Context: an optimization exercise on an open-source flow, tuned for small area and a short achievable clock period. The choices shown serve that exercise and are no tape-out recipe.
Only the layout flow was run in this run; the RTL was not checked for function there.
No activity file was given, so power comes from the tool's default toggle rates.

==> design.v <==
`timescale 1ns / 1ps
module fa(input a, b, c, output s, co);
    assign s = a ^ b ^ c;
    assign co = (a & b) | (a & c) | (b & c);
endmodule
module ha(input a, b, output s, co);
    assign s = a ^ b;
    assign co = a & b;
endmodule
module Optimized_Wallace(
    input clk, rst,
    input [15:0] A, B,
    output reg [31:0] PRODUCT
);
    reg [15:0] ra;
    reg rb15;
    reg one0;
    reg two0;
    reg neg0;
    reg one1;
    reg two1;
    reg neg1;
    reg one2;
    reg two2;
    reg neg2;
    reg one3;
    reg two3;
    reg neg3;
    reg one4;
    reg two4;
    reg neg4;
    reg one5;
    reg two5;
    reg neg5;
    reg one6;
    reg two6;
    reg neg6;
    reg one7;
    reg two7;
    reg neg7;
    reg [92:0] r2;
    reg [56:0] r3;
    reg v1, v2, v3;
    wire pp1 = ((one0 & ra[0])) ^ neg0;
    wire pp2 = ((one0 & ra[1]) | (two0 & ra[0])) ^ neg0;
    wire pp3 = ((one0 & ra[2]) | (two0 & ra[1])) ^ neg0;
    wire pp4 = ((one0 & ra[3]) | (two0 & ra[2])) ^ neg0;
    wire pp5 = ((one0 & ra[4]) | (two0 & ra[3])) ^ neg0;
    wire pp6 = ((one0 & ra[5]) | (two0 & ra[4])) ^ neg0;
    wire pp7 = ((one0 & ra[6]) | (two0 & ra[5])) ^ neg0;
    wire pp8 = ((one0 & ra[7]) | (two0 & ra[6])) ^ neg0;
    wire pp9 = ((one0 & ra[8]) | (two0 & ra[7])) ^ neg0;
    wire pp10 = ((one0 & ra[9]) | (two0 & ra[8])) ^ neg0;
    wire pp11 = ((one0 & ra[10]) | (two0 & ra[9])) ^ neg0;
    wire pp12 = ((one0 & ra[11]) | (two0 & ra[10])) ^ neg0;
    wire pp13 = ((one0 & ra[12]) | (two0 & ra[11])) ^ neg0;
    wire pp14 = ((one0 & ra[13]) | (two0 & ra[12])) ^ neg0;
    wire pp15 = ((one0 & ra[14]) | (two0 & ra[13])) ^ neg0;
    wire pp16 = ((one0 & ra[15]) | (two0 & ra[14])) ^ neg0;
    wire pp17 = ((two0 & ra[15])) ^ neg0;
    wire ns18 = ~neg0;
    wire pp19 = ((one1 & ra[0])) ^ neg1;
    wire pp20 = ((one1 & ra[1]) | (two1 & ra[0])) ^ neg1;
    wire pp21 = ((one1 & ra[2]) | (two1 & ra[1])) ^ neg1;
    wire pp22 = ((one1 & ra[3]) | (two1 & ra[2])) ^ neg1;
    wire pp23 = ((one1 & ra[4]) | (two1 & ra[3])) ^ neg1;
    wire pp24 = ((one1 & ra[5]) | (two1 & ra[4])) ^ neg1;
    wire pp25 = ((one1 & ra[6]) | (two1 & ra[5])) ^ neg1;
    wire pp26 = ((one1 & ra[7]) | (two1 & ra[6])) ^ neg1;
    wire pp27 = ((one1 & ra[8]) | (two1 & ra[7])) ^ neg1;
    wire pp28 = ((one1 & ra[9]) | (two1 & ra[8])) ^ neg1;
    wire pp29 = ((one1 & ra[10]) | (two1 & ra[9])) ^ neg1;
    wire pp30 = ((one1 & ra[11]) | (two1 & ra[10])) ^ neg1;
    wire pp31 = ((one1 & ra[12]) | (two1 & ra[11])) ^ neg1;
    wire pp32 = ((one1 & ra[13]) | (two1 & ra[12])) ^ neg1;
    wire pp33 = ((one1 & ra[14]) | (two1 & ra[13])) ^ neg1;
    wire pp34 = ((one1 & ra[15]) | (two1 & ra[14])) ^ neg1;
    wire pp35 = ((two1 & ra[15])) ^ neg1;
    wire ns36 = ~neg1;
    wire pp37 = ((one2 & ra[0])) ^ neg2;
    wire pp38 = ((one2 & ra[1]) | (two2 & ra[0])) ^ neg2;
    wire pp39 = ((one2 & ra[2]) | (two2 & ra[1])) ^ neg2;
    wire pp40 = ((one2 & ra[3]) | (two2 & ra[2])) ^ neg2;
    wire pp41 = ((one2 & ra[4]) | (two2 & ra[3])) ^ neg2;
    wire pp42 = ((one2 & ra[5]) | (two2 & ra[4])) ^ neg2;
    wire pp43 = ((one2 & ra[6]) | (two2 & ra[5])) ^ neg2;
    wire pp44 = ((one2 & ra[7]) | (two2 & ra[6])) ^ neg2;
    wire pp45 = ((one2 & ra[8]) | (two2 & ra[7])) ^ neg2;
    wire pp46 = ((one2 & ra[9]) | (two2 & ra[8])) ^ neg2;
    wire pp47 = ((one2 & ra[10]) | (two2 & ra[9])) ^ neg2;
    wire pp48 = ((one2 & ra[11]) | (two2 & ra[10])) ^ neg2;
    wire pp49 = ((one2 & ra[12]) | (two2 & ra[11])) ^ neg2;
    wire pp50 = ((one2 & ra[13]) | (two2 & ra[12])) ^ neg2;
    wire pp51 = ((one2 & ra[14]) | (two2 & ra[13])) ^ neg2;
    wire pp52 = ((one2 & ra[15]) | (two2 & ra[14])) ^ neg2;
    wire pp53 = ((two2 & ra[15])) ^ neg2;
    wire ns54 = ~neg2;
    wire pp55 = ((one3 & ra[0])) ^ neg3;
    wire pp56 = ((one3 & ra[1]) | (two3 & ra[0])) ^ neg3;
    wire pp57 = ((one3 & ra[2]) | (two3 & ra[1])) ^ neg3;
    wire pp58 = ((one3 & ra[3]) | (two3 & ra[2])) ^ neg3;
    wire pp59 = ((one3 & ra[4]) | (two3 & ra[3])) ^ neg3;
    wire pp60 = ((one3 & ra[5]) | (two3 & ra[4])) ^ neg3;
    wire pp61 = ((one3 & ra[6]) | (two3 & ra[5])) ^ neg3;
    wire pp62 = ((one3 & ra[7]) | (two3 & ra[6])) ^ neg3;
    wire pp63 = ((one3 & ra[8]) | (two3 & ra[7])) ^ neg3;
    wire pp64 = ((one3 & ra[9]) | (two3 & ra[8])) ^ neg3;
    wire pp65 = ((one3 & ra[10]) | (two3 & ra[9])) ^ neg3;
    wire pp66 = ((one3 & ra[11]) | (two3 & ra[10])) ^ neg3;
    wire pp67 = ((one3 & ra[12]) | (two3 & ra[11])) ^ neg3;
    wire pp68 = ((one3 & ra[13]) | (two3 & ra[12])) ^ neg3;
    wire pp69 = ((one3 & ra[14]) | (two3 & ra[13])) ^ neg3;
    wire pp70 = ((one3 & ra[15]) | (two3 & ra[14])) ^ neg3;
    wire pp71 = ((two3 & ra[15])) ^ neg3;
    wire ns72 = ~neg3;
    wire pp73 = ((one4 & ra[0])) ^ neg4;
    wire pp74 = ((one4 & ra[1]) | (two4 & ra[0])) ^ neg4;
    wire pp75 = ((one4 & ra[2]) | (two4 & ra[1])) ^ neg4;
    wire pp76 = ((one4 & ra[3]) | (two4 & ra[2])) ^ neg4;
    wire pp77 = ((one4 & ra[4]) | (two4 & ra[3])) ^ neg4;
    wire pp78 = ((one4 & ra[5]) | (two4 & ra[4])) ^ neg4;
    wire pp79 = ((one4 & ra[6]) | (two4 & ra[5])) ^ neg4;
    wire pp80 = ((one4 & ra[7]) | (two4 & ra[6])) ^ neg4;
    wire pp81 = ((one4 & ra[8]) | (two4 & ra[7])) ^ neg4;
    wire pp82 = ((one4 & ra[9]) | (two4 & ra[8])) ^ neg4;
    wire pp83 = ((one4 & ra[10]) | (two4 & ra[9])) ^ neg4;
    wire pp84 = ((one4 & ra[11]) | (two4 & ra[10])) ^ neg4;
    wire pp85 = ((one4 & ra[12]) | (two4 & ra[11])) ^ neg4;
    wire pp86 = ((one4 & ra[13]) | (two4 & ra[12])) ^ neg4;
    wire pp87 = ((one4 & ra[14]) | (two4 & ra[13])) ^ neg4;
    wire pp88 = ((one4 & ra[15]) | (two4 & ra[14])) ^ neg4;
    wire pp89 = ((two4 & ra[15])) ^ neg4;
    wire ns90 = ~neg4;
    wire pp91 = ((one5 & ra[0])) ^ neg5;
    wire pp92 = ((one5 & ra[1]) | (two5 & ra[0])) ^ neg5;
    wire pp93 = ((one5 & ra[2]) | (two5 & ra[1])) ^ neg5;
    wire pp94 = ((one5 & ra[3]) | (two5 & ra[2])) ^ neg5;
    wire pp95 = ((one5 & ra[4]) | (two5 & ra[3])) ^ neg5;
    wire pp96 = ((one5 & ra[5]) | (two5 & ra[4])) ^ neg5;
    wire pp97 = ((one5 & ra[6]) | (two5 & ra[5])) ^ neg5;
    wire pp98 = ((one5 & ra[7]) | (two5 & ra[6])) ^ neg5;
    wire pp99 = ((one5 & ra[8]) | (two5 & ra[7])) ^ neg5;
    wire pp100 = ((one5 & ra[9]) | (two5 & ra[8])) ^ neg5;
    wire pp101 = ((one5 & ra[10]) | (two5 & ra[9])) ^ neg5;
    wire pp102 = ((one5 & ra[11]) | (two5 & ra[10])) ^ neg5;
    wire pp103 = ((one5 & ra[12]) | (two5 & ra[11])) ^ neg5;
    wire pp104 = ((one5 & ra[13]) | (two5 & ra[12])) ^ neg5;
    wire pp105 = ((one5 & ra[14]) | (two5 & ra[13])) ^ neg5;
    wire pp106 = ((one5 & ra[15]) | (two5 & ra[14])) ^ neg5;
    wire pp107 = ((two5 & ra[15])) ^ neg5;
    wire ns108 = ~neg5;
    wire pp109 = ((one6 & ra[0])) ^ neg6;
    wire pp110 = ((one6 & ra[1]) | (two6 & ra[0])) ^ neg6;
    wire pp111 = ((one6 & ra[2]) | (two6 & ra[1])) ^ neg6;
    wire pp112 = ((one6 & ra[3]) | (two6 & ra[2])) ^ neg6;
    wire pp113 = ((one6 & ra[4]) | (two6 & ra[3])) ^ neg6;
    wire pp114 = ((one6 & ra[5]) | (two6 & ra[4])) ^ neg6;
    wire pp115 = ((one6 & ra[6]) | (two6 & ra[5])) ^ neg6;
    wire pp116 = ((one6 & ra[7]) | (two6 & ra[6])) ^ neg6;
    wire pp117 = ((one6 & ra[8]) | (two6 & ra[7])) ^ neg6;
    wire pp118 = ((one6 & ra[9]) | (two6 & ra[8])) ^ neg6;
    wire pp119 = ((one6 & ra[10]) | (two6 & ra[9])) ^ neg6;
    wire pp120 = ((one6 & ra[11]) | (two6 & ra[10])) ^ neg6;
    wire pp121 = ((one6 & ra[12]) | (two6 & ra[11])) ^ neg6;
    wire pp122 = ((one6 & ra[13]) | (two6 & ra[12])) ^ neg6;
    wire pp123 = ((one6 & ra[14]) | (two6 & ra[13])) ^ neg6;
    wire pp124 = ((one6 & ra[15]) | (two6 & ra[14])) ^ neg6;
    wire pp125 = ((two6 & ra[15])) ^ neg6;
    wire ns126 = ~neg6;
    wire pp127 = ((one7 & ra[0])) ^ neg7;
    wire pp128 = ((one7 & ra[1]) | (two7 & ra[0])) ^ neg7;
    wire pp129 = ((one7 & ra[2]) | (two7 & ra[1])) ^ neg7;
    wire pp130 = ((one7 & ra[3]) | (two7 & ra[2])) ^ neg7;
    wire pp131 = ((one7 & ra[4]) | (two7 & ra[3])) ^ neg7;
    wire pp132 = ((one7 & ra[5]) | (two7 & ra[4])) ^ neg7;
    wire pp133 = ((one7 & ra[6]) | (two7 & ra[5])) ^ neg7;
    wire pp134 = ((one7 & ra[7]) | (two7 & ra[6])) ^ neg7;
    wire pp135 = ((one7 & ra[8]) | (two7 & ra[7])) ^ neg7;
    wire pp136 = ((one7 & ra[9]) | (two7 & ra[8])) ^ neg7;
    wire pp137 = ((one7 & ra[10]) | (two7 & ra[9])) ^ neg7;
    wire pp138 = ((one7 & ra[11]) | (two7 & ra[10])) ^ neg7;
    wire pp139 = ((one7 & ra[12]) | (two7 & ra[11])) ^ neg7;
    wire pp140 = ((one7 & ra[13]) | (two7 & ra[12])) ^ neg7;
    wire pp141 = ((one7 & ra[14]) | (two7 & ra[13])) ^ neg7;
    wire pp142 = ((one7 & ra[15]) | (two7 & ra[14])) ^ neg7;
    wire pp143 = ((two7 & ra[15])) ^ neg7;
    wire ns144 = ~neg7;
    wire pp145 = rb15 & ra[0];
    wire pp146 = rb15 & ra[1];
    wire pp147 = rb15 & ra[2];
    wire pp148 = rb15 & ra[3];
    wire pp149 = rb15 & ra[4];
    wire pp150 = rb15 & ra[5];
    wire pp151 = rb15 & ra[6];
    wire pp152 = rb15 & ra[7];
    wire pp153 = rb15 & ra[8];
    wire pp154 = rb15 & ra[9];
    wire pp155 = rb15 & ra[10];
    wire pp156 = rb15 & ra[11];
    wire pp157 = rb15 & ra[12];
    wire pp158 = rb15 & ra[13];
    wire pp159 = rb15 & ra[14];
    wire pp160 = rb15 & ra[15];
    wire s161, c162;
    fa u_s161 (.a(pp3), .b(pp19), .c(neg1), .s(s161), .co(c162));
    wire s163, c164;
    fa u_s163 (.a(pp5), .b(pp21), .c(pp37), .s(s163), .co(c164));
    wire s165, c166;
    fa u_s165 (.a(pp6), .b(pp22), .c(pp38), .s(s165), .co(c166));
    wire s167, c168;
    fa u_s167 (.a(pp7), .b(pp23), .c(pp39), .s(s167), .co(c168));
    wire s169, c170;
    fa u_s169 (.a(pp8), .b(pp24), .c(pp40), .s(s169), .co(c170));
    wire s171, c172;
    fa u_s171 (.a(pp9), .b(pp25), .c(pp41), .s(s171), .co(c172));
    wire s173, c174;
    fa u_s173 (.a(pp57), .b(pp73), .c(neg4), .s(s173), .co(c174));
    wire s175, c176;
    fa u_s175 (.a(pp10), .b(pp26), .c(pp42), .s(s175), .co(c176));
    wire s177, c178;
    fa u_s177 (.a(pp11), .b(pp27), .c(pp43), .s(s177), .co(c178));
    wire s179, c180;
    fa u_s179 (.a(pp59), .b(pp75), .c(pp91), .s(s179), .co(c180));
    wire s181, c182;
    fa u_s181 (.a(pp12), .b(pp28), .c(pp44), .s(s181), .co(c182));
    wire s183, c184;
    fa u_s183 (.a(pp60), .b(pp76), .c(pp92), .s(s183), .co(c184));
    wire s185, c186;
    fa u_s185 (.a(pp13), .b(pp29), .c(pp45), .s(s185), .co(c186));
    wire s187, c188;
    fa u_s187 (.a(pp61), .b(pp77), .c(pp93), .s(s187), .co(c188));
    wire s189, c190;
    fa u_s189 (.a(pp14), .b(pp30), .c(pp46), .s(s189), .co(c190));
    wire s191, c192;
    fa u_s191 (.a(pp62), .b(pp78), .c(pp94), .s(s191), .co(c192));
    wire s193, c194;
    fa u_s193 (.a(pp15), .b(pp31), .c(pp47), .s(s193), .co(c194));
    wire s195, c196;
    fa u_s195 (.a(pp63), .b(pp79), .c(pp95), .s(s195), .co(c196));
    wire s197, c198;
    fa u_s197 (.a(pp111), .b(pp127), .c(neg7), .s(s197), .co(c198));
    wire s199, c200;
    fa u_s199 (.a(pp16), .b(pp32), .c(pp48), .s(s199), .co(c200));
    wire s201, c202;
    fa u_s201 (.a(pp64), .b(pp80), .c(pp96), .s(s201), .co(c202));
    wire s203, c204;
    ha u_s203 (.a(pp112), .b(pp128), .s(s203), .co(c204));
    wire s205, c206;
    fa u_s205 (.a(pp17), .b(pp33), .c(pp49), .s(s205), .co(c206));
    wire s207, c208;
    fa u_s207 (.a(pp65), .b(pp81), .c(pp97), .s(s207), .co(c208));
    wire s209, c210;
    fa u_s209 (.a(pp113), .b(pp129), .c(pp145), .s(s209), .co(c210));
    wire s211, c212;
    fa u_s211 (.a(neg0), .b(pp34), .c(pp50), .s(s211), .co(c212));
    wire s213, c214;
    fa u_s213 (.a(pp66), .b(pp82), .c(pp98), .s(s213), .co(c214));
    wire s215, c216;
    fa u_s215 (.a(pp114), .b(pp130), .c(pp146), .s(s215), .co(c216));
    wire s217, c218;
    fa u_s217 (.a(neg0), .b(pp35), .c(pp51), .s(s217), .co(c218));
    wire s219, c220;
    fa u_s219 (.a(pp67), .b(pp83), .c(pp99), .s(s219), .co(c220));
    wire s221, c222;
    fa u_s221 (.a(pp115), .b(pp131), .c(pp147), .s(s221), .co(c222));
    wire s223, c224;
    fa u_s223 (.a(ns18), .b(ns36), .c(pp52), .s(s223), .co(c224));
    wire s225, c226;
    fa u_s225 (.a(pp68), .b(pp84), .c(pp100), .s(s225), .co(c226));
    wire s227, c228;
    fa u_s227 (.a(pp116), .b(pp132), .c(pp148), .s(s227), .co(c228));
    wire s229 = ~(pp53 ^ pp69);
    wire c230 = pp53 | pp69;
    wire s231, c232;
    fa u_s231 (.a(pp85), .b(pp101), .c(pp117), .s(s231), .co(c232));
    wire s233, c234;
    ha u_s233 (.a(pp133), .b(pp149), .s(s233), .co(c234));
    wire s235, c236;
    fa u_s235 (.a(ns54), .b(pp70), .c(pp86), .s(s235), .co(c236));
    wire s237, c238;
    fa u_s237 (.a(pp102), .b(pp118), .c(pp134), .s(s237), .co(c238));
    wire s239 = ~(pp71 ^ pp87);
    wire c240 = pp71 | pp87;
    wire s241, c242;
    fa u_s241 (.a(pp103), .b(pp119), .c(pp135), .s(s241), .co(c242));
    wire s243, c244;
    fa u_s243 (.a(ns72), .b(pp88), .c(pp104), .s(s243), .co(c244));
    wire s245, c246;
    fa u_s245 (.a(pp120), .b(pp136), .c(pp152), .s(s245), .co(c246));
    wire s247 = ~(pp89 ^ pp105);
    wire c248 = pp89 | pp105;
    wire s249, c250;
    fa u_s249 (.a(pp121), .b(pp137), .c(pp153), .s(s249), .co(c250));
    wire s251, c252;
    fa u_s251 (.a(ns90), .b(pp106), .c(pp122), .s(s251), .co(c252));
    wire s253 = ~(pp107 ^ pp123);
    wire c254 = pp107 | pp123;
    wire s255, c256;
    fa u_s255 (.a(ns108), .b(pp124), .c(pp140), .s(s255), .co(c256));
    wire s257 = ~(pp125 ^ pp141);
    wire c258 = pp125 | pp141;
    wire s259, c260;
    fa u_s259 (.a(ns126), .b(pp142), .c(pp158), .s(s259), .co(c260));
    wire s261 = ~(pp143 ^ pp159);
    wire c262 = pp143 | pp159;
    wire s263, c264;
    fa u_s263 (.a(c162), .b(pp4), .c(pp20), .s(s263), .co(c264));
    wire s265, c266;
    fa u_s265 (.a(c166), .b(s167), .c(pp55), .s(s265), .co(c266));
    wire s267, c268;
    fa u_s267 (.a(c168), .b(s169), .c(pp56), .s(s267), .co(c268));
    wire s269, c270;
    fa u_s269 (.a(c170), .b(s171), .c(s173), .s(s269), .co(c270));
    wire s271, c272;
    fa u_s271 (.a(c172), .b(c174), .c(s175), .s(s271), .co(c272));
    wire s273, c274;
    fa u_s273 (.a(c176), .b(s177), .c(s179), .s(s273), .co(c274));
    wire s275, c276;
    fa u_s275 (.a(c178), .b(c180), .c(s181), .s(s275), .co(c276));
    wire s277, c278;
    fa u_s277 (.a(c182), .b(c184), .c(s185), .s(s277), .co(c278));
    wire s279, c280;
    fa u_s279 (.a(s187), .b(pp109), .c(neg6), .s(s279), .co(c280));
    wire s281, c282;
    fa u_s281 (.a(c186), .b(c188), .c(s189), .s(s281), .co(c282));
    wire s283, c284;
    ha u_s283 (.a(s191), .b(pp110), .s(s283), .co(c284));
    wire s285, c286;
    fa u_s285 (.a(c190), .b(c192), .c(s193), .s(s285), .co(c286));
    wire s287, c288;
    ha u_s287 (.a(s195), .b(s197), .s(s287), .co(c288));
    wire s289, c290;
    fa u_s289 (.a(c194), .b(c196), .c(c198), .s(s289), .co(c290));
    wire s291, c292;
    fa u_s291 (.a(s199), .b(s201), .c(s203), .s(s291), .co(c292));
    wire s293, c294;
    fa u_s293 (.a(c200), .b(c202), .c(c204), .s(s293), .co(c294));
    wire s295, c296;
    fa u_s295 (.a(s205), .b(s207), .c(s209), .s(s295), .co(c296));
    wire s297, c298;
    fa u_s297 (.a(c206), .b(c208), .c(c210), .s(s297), .co(c298));
    wire s299, c300;
    fa u_s299 (.a(s211), .b(s213), .c(s215), .s(s299), .co(c300));
    wire s301, c302;
    fa u_s301 (.a(c212), .b(c214), .c(c216), .s(s301), .co(c302));
    wire s303, c304;
    fa u_s303 (.a(s217), .b(s219), .c(s221), .s(s303), .co(c304));
    wire s305, c306;
    fa u_s305 (.a(c218), .b(c220), .c(c222), .s(s305), .co(c306));
    wire s307, c308;
    fa u_s307 (.a(s223), .b(s225), .c(s227), .s(s307), .co(c308));
    wire s309, c310;
    fa u_s309 (.a(c224), .b(c226), .c(c228), .s(s309), .co(c310));
    wire s311, c312;
    fa u_s311 (.a(s229), .b(s231), .c(s233), .s(s311), .co(c312));
    wire s313, c314;
    fa u_s313 (.a(c230), .b(c232), .c(c234), .s(s313), .co(c314));
    wire s315, c316;
    fa u_s315 (.a(s235), .b(s237), .c(pp150), .s(s315), .co(c316));
    wire s317, c318;
    fa u_s317 (.a(c236), .b(c238), .c(s239), .s(s317), .co(c318));
    wire s319, c320;
    ha u_s319 (.a(s241), .b(pp151), .s(s319), .co(c320));
    wire s321, c322;
    fa u_s321 (.a(c240), .b(c242), .c(s243), .s(s321), .co(c322));
    wire s323, c324;
    fa u_s323 (.a(c244), .b(c246), .c(s247), .s(s323), .co(c324));
    wire s325, c326;
    fa u_s325 (.a(c248), .b(c250), .c(s251), .s(s325), .co(c326));
    wire s327, c328;
    fa u_s327 (.a(c252), .b(s253), .c(pp139), .s(s327), .co(c328));
    wire s329, c330;
    fa u_s329 (.a(c254), .b(s255), .c(pp156), .s(s329), .co(c330));
    wire s331, c332;
    fa u_s331 (.a(c256), .b(s257), .c(pp157), .s(s331), .co(c332));
    wire s333, c334;
    fa u_s333 (.a(c262), .b(ns144), .c(pp160), .s(s333), .co(c334));
    wire s335, c336;
    fa u_s335 (.a(r2[5]), .b(r2[6]), .c(r2[7]), .s(s335), .co(c336));
    wire s337, c338;
    fa u_s337 (.a(r2[16]), .b(r2[17]), .c(r2[18]), .s(s337), .co(c338));
    wire s339, c340;
    fa u_s339 (.a(r2[20]), .b(r2[21]), .c(r2[22]), .s(s339), .co(c340));
    wire s341, c342;
    fa u_s341 (.a(r2[23]), .b(r2[24]), .c(r2[25]), .s(s341), .co(c342));
    wire s343, c344;
    fa u_s343 (.a(r2[26]), .b(r2[27]), .c(r2[28]), .s(s343), .co(c344));
    wire s345, c346;
    fa u_s345 (.a(r2[29]), .b(r2[30]), .c(r2[31]), .s(s345), .co(c346));
    wire s347, c348;
    fa u_s347 (.a(r2[33]), .b(r2[34]), .c(r2[35]), .s(s347), .co(c348));
    wire s349, c350;
    fa u_s349 (.a(r2[37]), .b(r2[38]), .c(r2[39]), .s(s349), .co(c350));
    wire s351, c352;
    fa u_s351 (.a(r2[41]), .b(r2[42]), .c(r2[43]), .s(s351), .co(c352));
    wire s353, c354;
    fa u_s353 (.a(r2[45]), .b(r2[46]), .c(r2[47]), .s(s353), .co(c354));
    wire s355, c356;
    fa u_s355 (.a(r2[49]), .b(r2[50]), .c(r2[51]), .s(s355), .co(c356));
    wire s357, c358;
    fa u_s357 (.a(r2[53]), .b(r2[54]), .c(r2[55]), .s(s357), .co(c358));
    wire s359, c360;
    fa u_s359 (.a(r2[57]), .b(r2[58]), .c(r2[59]), .s(s359), .co(c360));
    wire s361, c362;
    fa u_s361 (.a(r2[61]), .b(r2[62]), .c(r2[63]), .s(s361), .co(c362));
    wire s363, c364;
    fa u_s363 (.a(r2[65]), .b(r2[66]), .c(r2[67]), .s(s363), .co(c364));
    wire s365, c366;
    fa u_s365 (.a(r2[69]), .b(r2[70]), .c(r2[71]), .s(s365), .co(c366));
    wire s367, c368;
    fa u_s367 (.a(r2[73]), .b(r2[74]), .c(r2[75]), .s(s367), .co(c368));
    wire s369, c370;
    fa u_s369 (.a(r2[76]), .b(r2[77]), .c(r2[78]), .s(s369), .co(c370));
    wire s371, c372;
    fa u_s371 (.a(r2[80]), .b(r2[81]), .c(r2[82]), .s(s371), .co(c372));
    wire s373, c374;
    fa u_s373 (.a(r2[87]), .b(r2[88]), .c(r2[89]), .s(s373), .co(c374));
    wire s375, c376;
    fa u_s375 (.a(c336), .b(r2[8]), .c(r2[9]), .s(s375), .co(c376));
    wire s377, c378;
    ha u_s377 (.a(r2[10]), .b(r2[11]), .s(s377), .co(c378));
    wire s379, c380;
    ha u_s379 (.a(r2[12]), .b(r2[13]), .s(s379), .co(c380));
    wire s381, c382;
    ha u_s381 (.a(r2[14]), .b(r2[15]), .s(s381), .co(c382));
    wire s383, c384;
    ha u_s383 (.a(s337), .b(r2[19]), .s(s383), .co(c384));
    wire s385, c386;
    ha u_s385 (.a(c338), .b(s339), .s(s385), .co(c386));
    wire s387, c388;
    ha u_s387 (.a(c340), .b(s341), .s(s387), .co(c388));
    wire s389, c390;
    ha u_s389 (.a(c342), .b(s343), .s(s389), .co(c390));
    wire s391, c392;
    fa u_s391 (.a(c344), .b(s345), .c(r2[32]), .s(s391), .co(c392));
    wire s393, c394;
    fa u_s393 (.a(c346), .b(s347), .c(r2[36]), .s(s393), .co(c394));
    wire s395, c396;
    fa u_s395 (.a(c348), .b(s349), .c(r2[40]), .s(s395), .co(c396));
    wire s397, c398;
    fa u_s397 (.a(c350), .b(s351), .c(r2[44]), .s(s397), .co(c398));
    wire s399, c400;
    fa u_s399 (.a(c352), .b(s353), .c(r2[48]), .s(s399), .co(c400));
    wire s401, c402;
    fa u_s401 (.a(c354), .b(s355), .c(r2[52]), .s(s401), .co(c402));
    wire s403, c404;
    fa u_s403 (.a(c356), .b(s357), .c(r2[56]), .s(s403), .co(c404));
    wire s405, c406;
    fa u_s405 (.a(c358), .b(s359), .c(r2[60]), .s(s405), .co(c406));
    wire s407, c408;
    fa u_s407 (.a(c360), .b(s361), .c(r2[64]), .s(s407), .co(c408));
    wire s409, c410;
    fa u_s409 (.a(c362), .b(s363), .c(r2[68]), .s(s409), .co(c410));
    wire s411, c412;
    fa u_s411 (.a(c364), .b(s365), .c(r2[72]), .s(s411), .co(c412));
    wire s413, c414;
    ha u_s413 (.a(c366), .b(s367), .s(s413), .co(c414));
    wire s415, c416;
    fa u_s415 (.a(c368), .b(s369), .c(r2[79]), .s(s415), .co(c416));
    wire s417, c418;
    ha u_s417 (.a(c370), .b(s371), .s(s417), .co(c418));
    wire s419, c420;
    fa u_s419 (.a(c372), .b(r2[83]), .c(r2[84]), .s(s419), .co(c420));
    wire s421, c422;
    ha u_s421 (.a(r2[85]), .b(r2[86]), .s(s421), .co(c422));
    wire s423, c424;
    fa u_s423 (.a(c374), .b(r2[90]), .c(r2[91]), .s(s423), .co(c424));
    wire g425, p426;
    ha u_p426 (.a(r2[0]), .b(r2[1]), .s(p426), .co(g425));
    wire g427, p428;
    ha u_p428 (.a(c376), .b(s377), .s(p428), .co(g427));
    wire g429, p430;
    ha u_p430 (.a(c378), .b(s379), .s(p430), .co(g429));
    wire g431, p432;
    ha u_p432 (.a(c380), .b(s381), .s(p432), .co(g431));
    wire g433, p434;
    ha u_p434 (.a(c382), .b(s383), .s(p434), .co(g433));
    wire g435, p436;
    ha u_p436 (.a(c384), .b(s385), .s(p436), .co(g435));
    wire g437, p438;
    ha u_p438 (.a(c386), .b(s387), .s(p438), .co(g437));
    wire g439, p440;
    ha u_p440 (.a(c388), .b(s389), .s(p440), .co(g439));
    wire g441, p442;
    ha u_p442 (.a(c390), .b(s391), .s(p442), .co(g441));
    wire g443, p444;
    ha u_p444 (.a(c392), .b(s393), .s(p444), .co(g443));
    wire g445, p446;
    ha u_p446 (.a(c394), .b(s395), .s(p446), .co(g445));
    wire g447, p448;
    ha u_p448 (.a(c396), .b(s397), .s(p448), .co(g447));
    wire g449, p450;
    ha u_p450 (.a(c398), .b(s399), .s(p450), .co(g449));
    wire g451, p452;
    ha u_p452 (.a(c400), .b(s401), .s(p452), .co(g451));
    wire g453, p454;
    ha u_p454 (.a(c402), .b(s403), .s(p454), .co(g453));
    wire g455, p456;
    ha u_p456 (.a(c404), .b(s405), .s(p456), .co(g455));
    wire g457, p458;
    ha u_p458 (.a(c406), .b(s407), .s(p458), .co(g457));
    wire g459, p460;
    ha u_p460 (.a(c408), .b(s409), .s(p460), .co(g459));
    wire g461, p462;
    ha u_p462 (.a(c410), .b(s411), .s(p462), .co(g461));
    wire g463, p464;
    ha u_p464 (.a(c412), .b(s413), .s(p464), .co(g463));
    wire g465, p466;
    ha u_p466 (.a(c414), .b(s415), .s(p466), .co(g465));
    wire g467, p468;
    ha u_p468 (.a(c416), .b(s417), .s(p468), .co(g467));
    wire g469, p470;
    ha u_p470 (.a(c418), .b(s419), .s(p470), .co(g469));
    wire g471, p472;
    ha u_p472 (.a(c420), .b(s421), .s(p472), .co(g471));
    wire g473, p474;
    ha u_p474 (.a(c422), .b(s373), .s(p474), .co(g473));
    wire g475, p476;
    ha u_p476 (.a(c424), .b(r2[92]), .s(p476), .co(g475));
    wire t477 = p426 | g425;
    wire t478 = p428 | g427;
    wire t479 = p430 | g429;
    wire G480 = 1'b0 | (r2[2] & g425);
    wire P481 = r2[2] & t477;
    wire G482 = 1'b0 | (r2[4] & 1'b0);
    wire P483 = r2[4] & r2[3];
    wire G484 = 1'b0 | (s375 & 1'b0);
    wire P485 = s375 & s335;
    wire G486 = g429 | (t479 & g427);
    wire P487 = t479 & t478;
    wire G488 = 1'b0 | (r2[3] & G480);
    wire P489 = r2[3] & P481;
    wire G490 = G482 | (P483 & G480);
    wire P491 = P483 & P481;
    wire G492 = g427 | (t478 & G484);
    wire P493 = t478 & P485;
    wire G494 = G486 | (P487 & G484);
    wire P495 = P487 & P485;
    wire G496 = 1'b0 | (s335 & G490);
    wire P497 = s335 & P491;
    wire G498 = G484 | (P485 & G490);
    wire P499 = P485 & P491;
    wire G500 = G492 | (P493 & G490);
    wire P501 = P493 & P491;
    wire G502 = G494 | (P495 & G490);
    wire P503 = P495 & P491;
    wire sum504 = p426;
    wire sum505 = r2[2] ^ g425;
    wire sum506 = r2[3] ^ G480;
    wire sum507 = r2[4] ^ G488;
    wire sum508 = s335 ^ G490;
    wire sum509 = s375 ^ G496;
    wire sum510 = p428 ^ G498;
    wire sum511 = p430 ^ G500;
    wire t512 = r3[9] | r3[10];
    wire t513 = r3[11] | r3[12];
    wire t514 = r3[13] | r3[14];
    wire t515 = r3[15] | r3[16];
    wire t516 = r3[17] | r3[18];
    wire t517 = r3[19] | r3[20];
    wire t518 = r3[21] | r3[22];
    wire t519 = r3[23] | r3[24];
    wire t520 = r3[25] | r3[26];
    wire t521 = r3[27] | r3[28];
    wire t522 = r3[29] | r3[30];
    wire t523 = r3[31] | r3[32];
    wire t524 = r3[33] | r3[34];
    wire t525 = r3[35] | r3[36];
    wire t526 = r3[37] | r3[38];
    wire t527 = r3[39] | r3[40];
    wire t528 = r3[41] | r3[42];
    wire t529 = r3[43] | r3[44];
    wire t530 = r3[45] | r3[46];
    wire t531 = r3[47] | r3[48];
    wire t532 = r3[49] | r3[50];
    wire t533 = r3[51] | r3[52];
    wire t534 = r3[53] | r3[54];
    wire t535 = r3[55] | r3[56];
    wire g536 = r3[10] | (r3[9] & r3[8]);
    wire G537 = r3[12] | (t513 & g536);
    wire P538 = t513 & t512;
    wire G539 = r3[16] | (t515 & r3[14]);
    wire P540 = t515 & t514;
    wire G541 = r3[20] | (t517 & r3[18]);
    wire P542 = t517 & t516;
    wire G543 = r3[24] | (t519 & r3[22]);
    wire P544 = t519 & t518;
    wire G545 = r3[28] | (t521 & r3[26]);
    wire P546 = t521 & t520;
    wire G547 = r3[32] | (t523 & r3[30]);
    wire P548 = t523 & t522;
    wire G549 = r3[36] | (t525 & r3[34]);
    wire P550 = t525 & t524;
    wire G551 = r3[40] | (t527 & r3[38]);
    wire P552 = t527 & t526;
    wire G553 = r3[44] | (t529 & r3[42]);
    wire P554 = t529 & t528;
    wire G555 = r3[48] | (t531 & r3[46]);
    wire P556 = t531 & t530;
    wire G557 = r3[52] | (t533 & r3[50]);
    wire P558 = t533 & t532;
    wire G559 = r3[56] | (t535 & r3[54]);
    wire P560 = t535 & t534;
    wire G561 = G539 | (P540 & G537);
    wire P562 = P540 & P538;
    wire G563 = G543 | (P544 & G541);
    wire P564 = P544 & P542;
    wire G565 = G547 | (P548 & G545);
    wire P566 = P548 & P546;
    wire G567 = G551 | (P552 & G549);
    wire P568 = P552 & P550;
    wire G569 = G555 | (P556 & G553);
    wire P570 = P556 & P554;
    wire G571 = G559 | (P560 & G557);
    wire P572 = P560 & P558;
    wire G573 = G563 | (P564 & G561);
    wire P574 = P564 & P562;
    wire G575 = G567 | (P568 & G565);
    wire P576 = P568 & P566;
    wire G577 = G571 | (P572 & G569);
    wire P578 = P572 & P570;
    wire G579 = G575 | (P576 & G573);
    wire P580 = P576 & P574;
    wire G581 = G577 | (P578 & G579);
    wire P582 = P578 & P580;
    wire G583 = G565 | (P566 & G573);
    wire P584 = P566 & P574;
    wire G585 = G569 | (P570 & G579);
    wire P586 = P570 & P580;
    wire G587 = G541 | (P542 & G561);
    wire P588 = P542 & P562;
    wire G589 = G545 | (P546 & G573);
    wire P590 = P546 & P574;
    wire G591 = G549 | (P550 & G583);
    wire P592 = P550 & P584;
    wire G593 = G553 | (P554 & G579);
    wire P594 = P554 & P580;
    wire G595 = G557 | (P558 & G585);
    wire P596 = P558 & P586;
    wire G597 = r3[14] | (t514 & G537);
    wire P598 = t514 & P538;
    wire G599 = r3[18] | (t516 & G561);
    wire P600 = t516 & P562;
    wire G601 = r3[22] | (t518 & G587);
    wire P602 = t518 & P588;
    wire G603 = r3[26] | (t520 & G573);
    wire P604 = t520 & P574;
    wire G605 = r3[30] | (t522 & G589);
    wire P606 = t522 & P590;
    wire G607 = r3[34] | (t524 & G583);
    wire P608 = t524 & P584;
    wire G609 = r3[38] | (t526 & G591);
    wire P610 = t526 & P592;
    wire G611 = r3[42] | (t528 & G579);
    wire P612 = t528 & P580;
    wire G613 = r3[46] | (t530 & G593);
    wire P614 = t530 & P594;
    wire G615 = r3[50] | (t532 & G585);
    wire P616 = t532 & P586;
    wire G617 = r3[54] | (t534 & G595);
    wire P618 = t534 & P596;
    wire sum619 = r3[9] ^ r3[8];
    wire sum620 = r3[11] ^ g536;
    wire sum621 = r3[13] ^ G537;
    wire sum622 = r3[15] ^ G597;
    wire sum623 = r3[17] ^ G561;
    wire sum624 = r3[19] ^ G599;
    wire sum625 = r3[21] ^ G587;
    wire sum626 = r3[23] ^ G601;
    wire sum627 = r3[25] ^ G573;
    wire sum628 = r3[27] ^ G603;
    wire sum629 = r3[29] ^ G589;
    wire sum630 = r3[31] ^ G605;
    wire sum631 = r3[33] ^ G583;
    wire sum632 = r3[35] ^ G607;
    wire sum633 = r3[37] ^ G591;
    wire sum634 = r3[39] ^ G609;
    wire sum635 = r3[41] ^ G579;
    wire sum636 = r3[43] ^ G611;
    wire sum637 = r3[45] ^ G593;
    wire sum638 = r3[47] ^ G613;
    wire sum639 = r3[49] ^ G585;
    wire sum640 = r3[51] ^ G615;
    wire sum641 = r3[53] ^ G595;
    wire sum642 = r3[55] ^ G617;
    wire [31:0] sum = {sum642, sum641, sum640, sum639, sum638, sum637, sum636, sum635, sum634, sum633, sum632, sum631, sum630, sum629, sum628, sum627, sum626, sum625, sum624, sum623, sum622, sum621, sum620, sum619, r3[7], r3[6], r3[5], r3[4], r3[3], r3[2], r3[1], r3[0]};
    always @(posedge clk or posedge rst) begin
        if (rst) begin
            v1 <= 1'b0; v2 <= 1'b0; v3 <= 1'b0;
            PRODUCT <= 32'd0;
        end else begin
            v1 <= 1'b1; v2 <= v1; v3 <= v2;
            PRODUCT <= sum & {32{v3}};
        end
    end
    always @(posedge clk) begin
        ra <= A;
        rb15 <= B[15];
        one0 <= B[0] ^ 1'b0;
        two0 <= (B[1] & ~B[0] & ~1'b0) | (~B[1] & B[0] & 1'b0);
        neg0 <= B[1] & ~(B[0] & 1'b0);
        one1 <= B[2] ^ B[1];
        two1 <= (B[3] & ~B[2] & ~B[1]) | (~B[3] & B[2] & B[1]);
        neg1 <= B[3] & ~(B[2] & B[1]);
        one2 <= B[4] ^ B[3];
        two2 <= (B[5] & ~B[4] & ~B[3]) | (~B[5] & B[4] & B[3]);
        neg2 <= B[5] & ~(B[4] & B[3]);
        one3 <= B[6] ^ B[5];
        two3 <= (B[7] & ~B[6] & ~B[5]) | (~B[7] & B[6] & B[5]);
        neg3 <= B[7] & ~(B[6] & B[5]);
        one4 <= B[8] ^ B[7];
        two4 <= (B[9] & ~B[8] & ~B[7]) | (~B[9] & B[8] & B[7]);
        neg4 <= B[9] & ~(B[8] & B[7]);
        one5 <= B[10] ^ B[9];
        two5 <= (B[11] & ~B[10] & ~B[9]) | (~B[11] & B[10] & B[9]);
        neg5 <= B[11] & ~(B[10] & B[9]);
        one6 <= B[12] ^ B[11];
        two6 <= (B[13] & ~B[12] & ~B[11]) | (~B[13] & B[12] & B[11]);
        neg6 <= B[13] & ~(B[12] & B[11]);
        one7 <= B[14] ^ B[13];
        two7 <= (B[15] & ~B[14] & ~B[13]) | (~B[15] & B[14] & B[13]);
        neg7 <= B[15] & ~(B[14] & B[13]);
        r2 <= {s333, s261, c260, s259, c258, c332, s331, c330, s329, c328, pp155, s327, c326, pp154, pp138, s325, c324, s249, s323, c322, s245, s321, c320, c318, s319, s317, c316, c314, s315, s313, c312, c310, s311, s309, c308, c306, s307, s305, c304, c302, s303, s301, c300, c298, s299, s297, c296, c294, s295, s293, c292, c290, s291, s289, c288, c286, s287, s285, c284, c282, s283, s281, c280, c278, s279, s277, c276, s183, s275, c274, neg5, s273, c272, pp74, pp58, s271, c270, s269, c268, s267, c266, neg3, s265, s165, c164, neg2, s163, c264, s263, s161, pp2, neg0, pp1};
        r3 <= {g475, p476, 1'b0, s423, g473, p474, g471, p472, g469, p470, g467, p468, g465, p466, g463, p464, g461, p462, g459, p460, g457, p458, g455, p456, g453, p454, g451, p452, g449, p450, g447, p448, g445, p446, g443, p444, g441, p442, g439, p440, g437, p438, g435, p436, g433, p434, g431, p432, G502, sum511, sum510, sum509, sum508, sum507, sum506, sum505, sum504};
    end
endmodule
==> flow/run.sh <==
#!/bin/bash
# The standard layout (the standard.sh: ORFS synthesis through finish),
# with the port buffers made of sky130_fd_sc_hd__buf_1 instead of the
# resizer's default pick.  Every tool's output goes to a log in this folder
# (make's own output to flow_make.log, ORFS's per-step logs under orfs/logs).
set -euo pipefail
export BUFFER_PORTS_ARGS="-buffer_cell sky130_fd_sc_hd__buf_1"
bash standard.sh finish > flow_make.log 2>&1
==> standard.sh <==
#!/bin/bash
# synth_recipe.tcl (not shown) runs the flow's synth.tcl, then flattens the netlist and writes it again
# the make line also repeats each setting of config.mk as NAME=value (left out here)
make -C /OpenROAD-flow-scripts/flow DESIGN_CONFIG=/design/flow/config.mk WORK_HOME=/design/flow/orfs CLKGATE_MAP_FILE= SYNTH_SCRIPT=/design/flow/synth_recipe.tcl "${@:-finish}"
==> config.mk <==
export PLATFORM = sky130hd
export DESIGN_NAME = Optimized_Wallace
export DESIGN_NICKNAME = Optimized_Wallace
export VERILOG_FILES = /design/flow/design.v
export SDC_FILE = /design/flow/constraint.sdc
export NUM_CORES = 4
export LEC_CHECK = 0
export CAP_MARGIN = 20
export CORE_MARGIN = 2
export CORE_UTILIZATION = 60
export CTS_BUF_LIST = sky130_fd_sc_hd__clkbuf_16
export CTS_CLUSTER_DIAMETER = 100
export CTS_CLUSTER_SIZE = 25
export SETUP_SLACK_MARGIN = 1.4
export SLEW_MARGIN = 20
export SYNTH_HIERARCHICAL = 1
export SYNTH_MINIMUM_KEEP_SIZE = 0
export TNS_END_PERCENT = 0
==> constraint.sdc <==
create_clock -name core_clock -period 3.0 [get_ports {clk}]
set_input_delay 0.6000 -clock core_clock [delete_from_list [all_inputs] [get_ports {clk}]]
set_output_delay 0.6000 -clock core_clock [all_outputs]
set_load 0.01 [all_outputs]
==> notes.md <==
==> tightest hold or removal path: cells and delay by family <==
family                 cells  cell delay, ns
buffers and inverters      3            0.47
==> sequential cells by signal, summed over array words and instances (netlist names), 16 cells and up <==
register / flops
r2: 93
ra: 16
PRODUCT: 32
r3: 55
==> cell families after synthesis <==
kind of cell    Yosys count  synth area share
mux                       7           0.00614
xor+xnor                149             0.114
flops                   224             0.408
other cells               1          0.000328
compound gates          182             0.119
simple gates            114            0.0552
fa+ha+maj               170             0.259
buf+inv                 113            0.0372
==> modules after synthesis (local to each module, per instance) <==
module             area [sq um]  cells inside
Optimized_Wallace          8680           808
ha                         12.5             1
fa                         20.0             1
==> power groups by stage <==
stage / clock (mW) / combinational (mW) / sequential [mW]
6_report: 1.68 / 4.77 / 4.93
5_1_grt: 1.83 / 5.55 / 5.05
4_1_cts: 1.73 / 4.83 / 4.91
3_5_place_dp: 0 / 4.68 / 4.98
3_3_place_gp: 0 / 4.48 / 4.94
2_1_floorplan: 0 / 3.32 / 4.74
==> final cells by class <==
type / count / area [sq um]
Fill cell: 1450 / 6520
Inverter: 28 / 105
Timing Repair Buffer: 83 / 379
Sequential cell: 224 / 4700
Multi-Input combinational cell: 623 / 6370
Clock buffer: 13 / 325
Clock inverter: 4 / 15.0
Tap cell: 234 / 293
==> cells in the final DEF, fill, tap and decap left out, types with 2 or more instances in the layout <==
cell / Yosys / layout
dfrtp_1: 35 / 35
a21oi_1: 15 / 15
nand3b_1: 9 / 9
o21a_1: 4 / 3
a21o_1: 2 / 2
ha_1: 59 / 57
nor3_1: 3 / 3
xnor2_1: 143 / 142
o21bai_1: 3 / 3
dfxtp_1: 189 / 157
xor2_1: 6 / 6
buf_1: 2 / 65
clkbuf_16: 0 / 13
nor2_1: 12 / 12
o22a_1: 3 / 3
ha_2: 0 / 2
inv_1: 28 / 32
and2_1: 25 / 25
dfxtp_2: 0 / 31
buf_4: 0 / 18
a211oi_1: 3 / 3
o211a_1: 2 / 2
nand2b_1: 14 / 14
o21ai_2: 2 / 2
o22ai_1: 2 / 2
o211ai_1: 2 / 2
a22oi_1: 120 / 120
mux2i_1: 7 / 7
or3_1: 2 / 2
and3_1: 2 / 2
nor2b_1: 11 / 11
fa_1: 111 / 111
nand2_1: 28 / 28
o21ai_0: 13 / 13
==> what timing repair did <==
action / CTS / global route
pin swaps: 3 / 6
resized for setup: 34 / 4
gates cloned: 0 / 0
setup buffers: 3 / 2
endpoints found under the setup margin: 128 / 149
hold buffers: 0 / 0
==> worst paths after layout <==
check,from,end,depth (start not counted)
max,two0,r2[40],4
min,rst,v2,3
max reg2reg,two0,r2[40],4
min reg2reg,v2,v3,0
max in group asynchronous,rst,PRODUCT[6],3
min in group core_clock,A[12],ra[12],1
==> routing by layer <==
metal,part of all wire,global-route usage,vias to the layer above
met5,0,0,-
met4,0.018,0.0642,0
met3,0.066,0.0410,33
met2,0.45,0.382,274
met1,0.47,0.344,3439
li1,-,-,3231
==> metrics by stage <==
| step | cell area (sq um) | power (mW) | util | setup slack (ns) |
|---|---|---|---|---|
| 2_1_floorplan | 11400 | 8.06 | - | 0.775 |
| 3_3_place_gp | 11700 | 9.42 | 0.627 | 0.617 |
| 3_5_place_dp | 11700 | 9.65 | 0.627 | 0.560 |
| 4_1_cts | 12200 | 11.5 | 0.650 | 0.739 |
| 5_1_grt | 12200 | 12.4 | 0.651 | 0.590 |
| 6_report | 12200 | 11.4 | 0.651 | 0.706 |
==> results by group <==
Worst setup path
  – Critical Path Start Type: flip-flop
  – Critical path buffers and inverters: 0
  – Worst EP required: between 3 and 4 ns
  – Worst path top cell family by delay: adder cells
  – CP endpoint kind: flip-flop
  – Crit-path slowest cell: dfxtp_1
  – Crit-path cells: a22oi_1, xnor2_1, fa_1, fa_1
  – Most used cell along the critical path: fa_1
  – Crit path arrival time: 2.66 ns
  – CP Class: flip-flop to flip-flop
  – R2r setup slk: 0.71 ns
  – Worst Path Max Fanout: 16
  – CP peak stage delay: 0.74 ns

GRT
  – Antenna violations before repair: 0
  – Total GRT Usage: 0.240
  – Pin count of the biggest net entering global routing: 36
  – First-pass GRT wire length: between 30000 and 40000 microns
  – Vias in the first global route: 7398
  – GRT Residual Overflow: 0

Clock network
  – CTS tree: done
  – CTS buffer count: 12
  – Reg clk slew, reported paths: 0.10 ns
  – H-Tree Level Count: 1
  – Clock buffer depth: 3
  – Clk sinks: 224
  – Clock Tree Root: clkbuf_16
  – Clock latency (worst-skew pair): 0.48 ns

Placement
  – Placed Instances: 1187
  – Final HPWL DP: between 15000 and 20000 microns
  – GP Congestion: 0.884
  – I/O Buffers: 65

Routing
  – Drt total wl: 23200 microns
  – Vias/cell: 5.77
  – Initial DRC count: around 470
  – DRC: 0
  – Vias post-DR: 6977
  – 1st-pass router iterations: 5
  – Post-route antenna net violation count: 0
  – Avg WL per Cell: 19.2 microns

Power
  – Flop pwr share: 0.433
  – Lkg Pwr: around 4.9 nW
  – Switch share: 0.361
  – Logic pwr share: 0.419
  – Maximum VDD drop: 0.476 mV
  – Internal power: 7.27 mW
  – Pwr/cell area: between 900 and 1000 nW/um^2
  – Clock power share: 0.147
  – Switching Power: 4.10 mW

Floorplanning
  – Die ar.: around 20000 sq um
  – Row count: 50
  – Die span in y: between 100 and 150 microns
  – Core ar.: 18700 sq um
  – Die Width: 142 microns
  – I/O Pins: 66
  – Initial Util: 0.610

Yosys
  – Yosys top cell area share: 0.331
  – Sequential area share after synthesis: 0.408
  – Most instantiated library cell after synthesis: dfxtp_1
  – Top cells by count, synth: dfxtp_1, xnor2_1, a22oi_1
  – YS warnings: 7
  – Synth area leader: dfxtp_1
  – Mapped Cells: 960
  – Syn Area/Cell: 11.9 sq um
  – Syn Std Cell Area: approximately 11000 sq um
  – Post-Syn Nets: around 1200
  – Async S/R FF share, synth: 0.156
  – Post-synth top flop: dfxtp_1
  – Top cells by area, synth: dfxtp_1, fa_1, xnor2_1
  – Post-synth EDFFs: 0
  – Post-synthesis register bit count: 224
  – Netlist cell types: 51

STA
  – RSZ-0062 raised after global routing: true
  – Final period util: 0.765
  – Hold Fails Final Rpt: 0
  – Final Slew Violations: 0
  – Hold WS: 0.178 ns
  – Clock skew: 0.0276 ns
  – Max-slew headroom: 0.548
  – Sum Neg Setup Slack: 0 ns
  – Pin slew with the least headroom to its limit: 0.677 ns
  – Max Freq: 0.436 GHz
  – Crit path time final: 2.29 ns
  – Final setup violation count: 0

Cells and area
  – Layout overhead on the synthesized area: 6.73%
  – Final cell count without fillers: 1209
  – Final antenna diode count: 0
  – Fin nets: 1176
  – Share of layout cells above drive strength 1: 0.0790

Min path
  – HP Class: primary input to async pin

Run
  – Maxcap violations: 0

Run status
  – Outcome: no timing/DRC/antenna violations

==> what the ideal ports hide <==
How much do the figures lean on ideal ports? The routed layout below was timed once more, with nothing changed but the port constraints. Step 1 (the two cells are an assumption about what drives the block):
set clk [get_ports {clk}]
set_driving_cell -lib_cell sky130_fd_sc_hd__clkbuf_16 $clk
set_driving_cell -lib_cell sky130_fd_sc_hd__buf_2 [delete_from_list [all_inputs] $clk]
Step 2 adds t to the input delays and takes it off the output delays; t is the mean of the earliest and latest rising clock arrival at the registers after step 1. Input paths then give back, and output paths get back, about the clock's delay inside the block. Three values: no drivers, after step 1, after step 2; two values: the first two.
t (ns): 0.512
setup slack, ns: 0.706 / 0.706 / 0.706
worst setup path after step 2: register to register
worst register clock-pin slew, ns: 0.10 / 0.10
After both steps this run still meets setup and hold. The setup slack of this run moves by 0.000 ns with the drivers and by 0.000 ns with both steps.
